This design comes from an exercise in tuning for small area on the open sky130 flow, not from production work.
Only simulation tests tie the RTL to the original design; equivalence was not proved.
The clock port is modelled as an ideal driver, which makes a skipped or thinned clock tree look cheaper than it is; a real chip needs a root buffer or a tree.

==> run a: inputs <==
// LIT
module LIT
#(
parameter LIT_IN = 9,
parameter LIT_OUT = 16
)
(
input [LIT_IN - 1 : 0] LIT_in,
input clk,
input rst,
output [LIT_OUT - 1: 0] LIT_out
);
reg [8:0] x_r;
always@(posedge clk or posedge rst)begin
    if(rst) x_r <= 9'd0;
    else x_r <= LIT_in;
end
  wire new_n26, new_n27, new_n28, new_n29, new_n30, new_n31, new_n32,
    new_n33, new_n35, new_n36, new_n37, new_n38, new_n39, new_n40, new_n41,
    new_n42, new_n43, new_n44, new_n46, new_n47, new_n48, new_n49, new_n50,
    new_n51, new_n52, new_n53, new_n54, new_n56, new_n57, new_n58, new_n59,
    new_n60, new_n61, new_n62, new_n63, new_n64, new_n65, new_n66, new_n67,
    new_n68, new_n69, new_n70, new_n71, new_n72, new_n73, new_n74, new_n75,
    new_n76, new_n77, new_n78, new_n79, new_n80, new_n81, new_n82, new_n83,
    new_n84, new_n85, new_n86, new_n87, new_n88, new_n89, new_n90, new_n91,
    new_n92, new_n93, new_n94, new_n95, new_n96, new_n98, new_n99,
    new_n100, new_n101, new_n102, new_n103, new_n104, new_n105, new_n106,
    new_n107, new_n108, new_n109, new_n110, new_n111, new_n112, new_n113,
    new_n114, new_n115, new_n116, new_n117, new_n118, new_n119, new_n120,
    new_n121, new_n122, new_n123, new_n124, new_n125, new_n126, new_n127,
    new_n128, new_n129, new_n130, new_n131, new_n132, new_n133, new_n134,
    new_n135, new_n136, new_n137, new_n138, new_n139, new_n140, new_n141,
    new_n142, new_n143, new_n144, new_n145, new_n146, new_n147, new_n148,
    new_n149, new_n150, new_n151, new_n152, new_n153, new_n154, new_n155,
  ...
Settings: LEC_CHECK=0, CAP_MARGIN=20, CORE_MARGIN=2, CORE_UTILIZATION=40, GPL_TIMING_DRIVEN=0, SLEW_MARGIN=20; clock period 11.0 ns.
standard.sh (not shown) runs the stock make flow with config.mk's settings and CLKGATE_MAP_FILE= SYNTH_SCRIPT=/design/flow/synth_recipe.tcl, a recipe that flattens the netlist after the stock synthesis.
==> flow/flow/run.sh <==
#!/bin/bash
# Own layout flow: the standard layout (standard.sh) with these changes:
#  - synthesis maps with flow/abc.script (area-only amap, no delay-driven
#    buffering/upsizing), skips yosys's quick abc pass and ORFS's adder
#    extraction; the flip-flops come out exactly as in the standard synthesis;
#  - the logic that drives LIT_out in the synthesized netlist is then replaced
#    by flow/rom.v, a premapped cell netlist of the same and-inverter graph as
#    rtl/LIT.v (flow/subst.py; the flip-flops and their reset inverter stay);
#  - port buffers are buf_1, the clock tree uses clkbuf_2 without dummy loads.
# Each tool's output goes to a log file of its own in the work folder.
set -euo pipefail
W=$(pwd)
F=$W/flow
{
  printf 'proc abc {args} {\n'
  printf '  set i [lsearch -exact $args -script]\n'
  printf '  if {$i >= 0} { set args [lreplace $args [expr {$i + 1}] [expr {$i + 1}] %s] }\n' "$F/abc.script"
  printf '  yosys abc {*}$args\n'
  printf '}\n'
  sed -e 's/yosys synth -nofsm -noshare /yosys synth -nofsm -noshare -noabc /' "$W/synth_recipe.tcl"
} > "$W/own_synth.tcl"
CTS='-sink_clustering_enable -repair_clock_nets -root_buf sky130_fd_sc_hd__clkbuf_2 -tree_buf sky130_fd_sc_hd__clkbuf_2 -buf_list sky130_fd_sc_hd__clkbuf_2 -dont_use_dummy_load'
sed -e "s#SYNTH_SCRIPT=[^ ]*#SYNTH_SCRIPT=$W/own_synth.tcl ADDER_MAP_FILE= 'BUFFER_PORTS_ARGS=-buffer_cell sky130_fd_sc_hd__buf_1' 'CTS_ARGS=$CTS'#" \
  "$W/standard.sh" > "$W/own_standard.sh"
grep -q "SYNTH_SCRIPT=$W/own_synth.tcl" "$W/own_standard.sh"
grep -q -- "-noshare -noabc" "$W/own_synth.tcl"
bash "$W/own_standard.sh" synth > "$W/own_flow_synth.log" 2>&1
RES=$(ls -d "$W"/orfs/results/*/LIT/base)
cp "$RES/1_2_yosys.v" "$W/synth_before_subst.v"
if python3 "$F/subst.py" "$RES/1_2_yosys.v" "$F/rom.v" > "$W/own_flow_subst.log" 2>&1; then
  rm -f "$RES/1_synth.odb" "$RES/1_synth.sdc"
else
  cp "$W/synth_before_subst.v" "$RES/1_2_yosys.v"
fi
bash "$W/own_standard.sh" finish > "$W/own_flow_make.log" 2>&1
test -f "$W/out/final.def"
Other scripts of this flow, unchanged in this note and not shown: flow/flow/abc.script, flow/flow/rom.v, flow/flow/subst.py
==> run b: changes against run a <==
--- a/flow/flow/run.sh
+++ b/flow/flow/run.sh
@@ -7,5 +7,6 @@
 #    by flow/rom.v, a premapped cell netlist of the same and-inverter graph as
 #    rtl/LIT.v (flow/subst.py; the flip-flops and their reset inverter stay);
-#  - port buffers are buf_1, the clock tree uses clkbuf_2 without dummy loads.
+#  - port buffers are buf_1; the clock tree is built with clkbuf_2 without
+#    dummy loads and then reduced to a single clkbuf_4 (flow/post_cts.tcl).
 # Each tool's output goes to a log file of its own in the work folder.
 set -euo pipefail
@@ -21,5 +22,5 @@
 } > "$W/own_synth.tcl"
 CTS='-sink_clustering_enable -repair_clock_nets -root_buf sky130_fd_sc_hd__clkbuf_2 -tree_buf sky130_fd_sc_hd__clkbuf_2 -buf_list sky130_fd_sc_hd__clkbuf_2 -dont_use_dummy_load'
-sed -e "s#SYNTH_SCRIPT=[^ ]*#SYNTH_SCRIPT=$W/own_synth.tcl ADDER_MAP_FILE= 'BUFFER_PORTS_ARGS=-buffer_cell sky130_fd_sc_hd__buf_1' 'CTS_ARGS=$CTS'#" \
+sed -e "s#SYNTH_SCRIPT=[^ ]*#SYNTH_SCRIPT=$W/own_synth.tcl ADDER_MAP_FILE= 'BUFFER_PORTS_ARGS=-buffer_cell sky130_fd_sc_hd__buf_1' 'CTS_ARGS=$CTS' POST_CTS_TCL=$F/post_cts.tcl#" \
   "$W/standard.sh" > "$W/own_standard.sh"
 grep -q "SYNTH_SCRIPT=$W/own_synth.tcl" "$W/own_standard.sh"
==> flow/flow/post_cts.tcl (new file) <==
# Sourced by ORFS's cts.tcl after clock tree synthesis (POST_CTS_TCL).
# With only 9 flip-flops the tree is one root buffer and two leaf buffers. The
# leaf buffers are removed and the root buffer, resized to clkbuf_4, drives all
# flip-flop clock pins itself: one buffer between the clock port and every
# register, so all registers' clocks arrive together.
set block [ord::get_db_block]
set clk_net [$block findNet clk]
set root ""
foreach it [$clk_net getITerms] {
  set inst [$it getInst]
  if { [string match "sky130_fd_sc_hd__clkbuf_*" [[$inst getMaster] getName]] } { set root $inst }
}
if { $root eq "" } { error "post_cts: no root clock buffer on net clk" }
set root_net [[$root findITerm X] getNet]
set leaves {}
foreach it [$root_net getITerms] {
  set inst [$it getInst]
  if { $inst ne $root && [string match "sky130_fd_sc_hd__clkbuf_*" [[$inst getMaster] getName]] } {
    lappend leaves $inst
  }
}
foreach leaf $leaves {
  set out_net [[$leaf findITerm X] getNet]
  foreach it [$out_net getITerms] {
    if { [$it getInst] ne $leaf } {
      $it disconnect
      $it connect $root_net
    }
  }
  odb::dbInst_destroy $leaf
  odb::dbNet_destroy $out_net
}
replace_cell [$root getName] sky130_fd_sc_hd__clkbuf_4
detailed_placement
puts "post_cts: removed [llength $leaves] leaf clock buffers, root [$root getName] is clkbuf_4"
==> results.toml <==
[status]
run_status = "no timing/DRC/antenna violations"

[cells_and_area]
seq_area_share_pct = 12.61
buf_share_pct = 5.462
final_area_mm2 = 0.001787

[grt]
grt_pass1_vias = 2248

[pwr]
p_int_uw = 65.62
p_seq_uw = 42.5
(the above is from run b)
==> results.toml <==
[pwr]
p_int_uw = 68.72
p_seq_uw = 42.6

[clocking]
cts_made_buffers = 3

[cells_and_area]
buf_share_pct = 5.439

[grt]
grt_pass1_vias = 2262

[status]
run_status = "no timing/DRC/antenna violations"
(the above is from run a)

[static timing again, ports no longer ideal]
No port has a modelled driver above. Below, the same layouts with a new extraction and two added sets of constraints.
Step 1 sets driving cells, clkbuf_16 on the clock port and buf_2 on the other inputs (assumed; they add their load-dependent delay and slew).
Step 2 also shifts input and output timing later by t, the mid clock arrival at the registers, as if the neighbouring blocks saw the same clock.
a / b / c = ideal / step 1 / step 2; a / b = the first two.
| run | t (ns) | setup WS [ns] | hold WS [ns] |
|---|---|---|---|
| run a | 0.235 | 1.487 / 1.472 / 1.708 | 1.834 / 1.839 / 2.075 |
| run b | 0.163 | 1.605 / 1.590 / 1.753 | 1.918 / 1.922 / 2.085 |
After both steps every run listed still meets setup and hold.
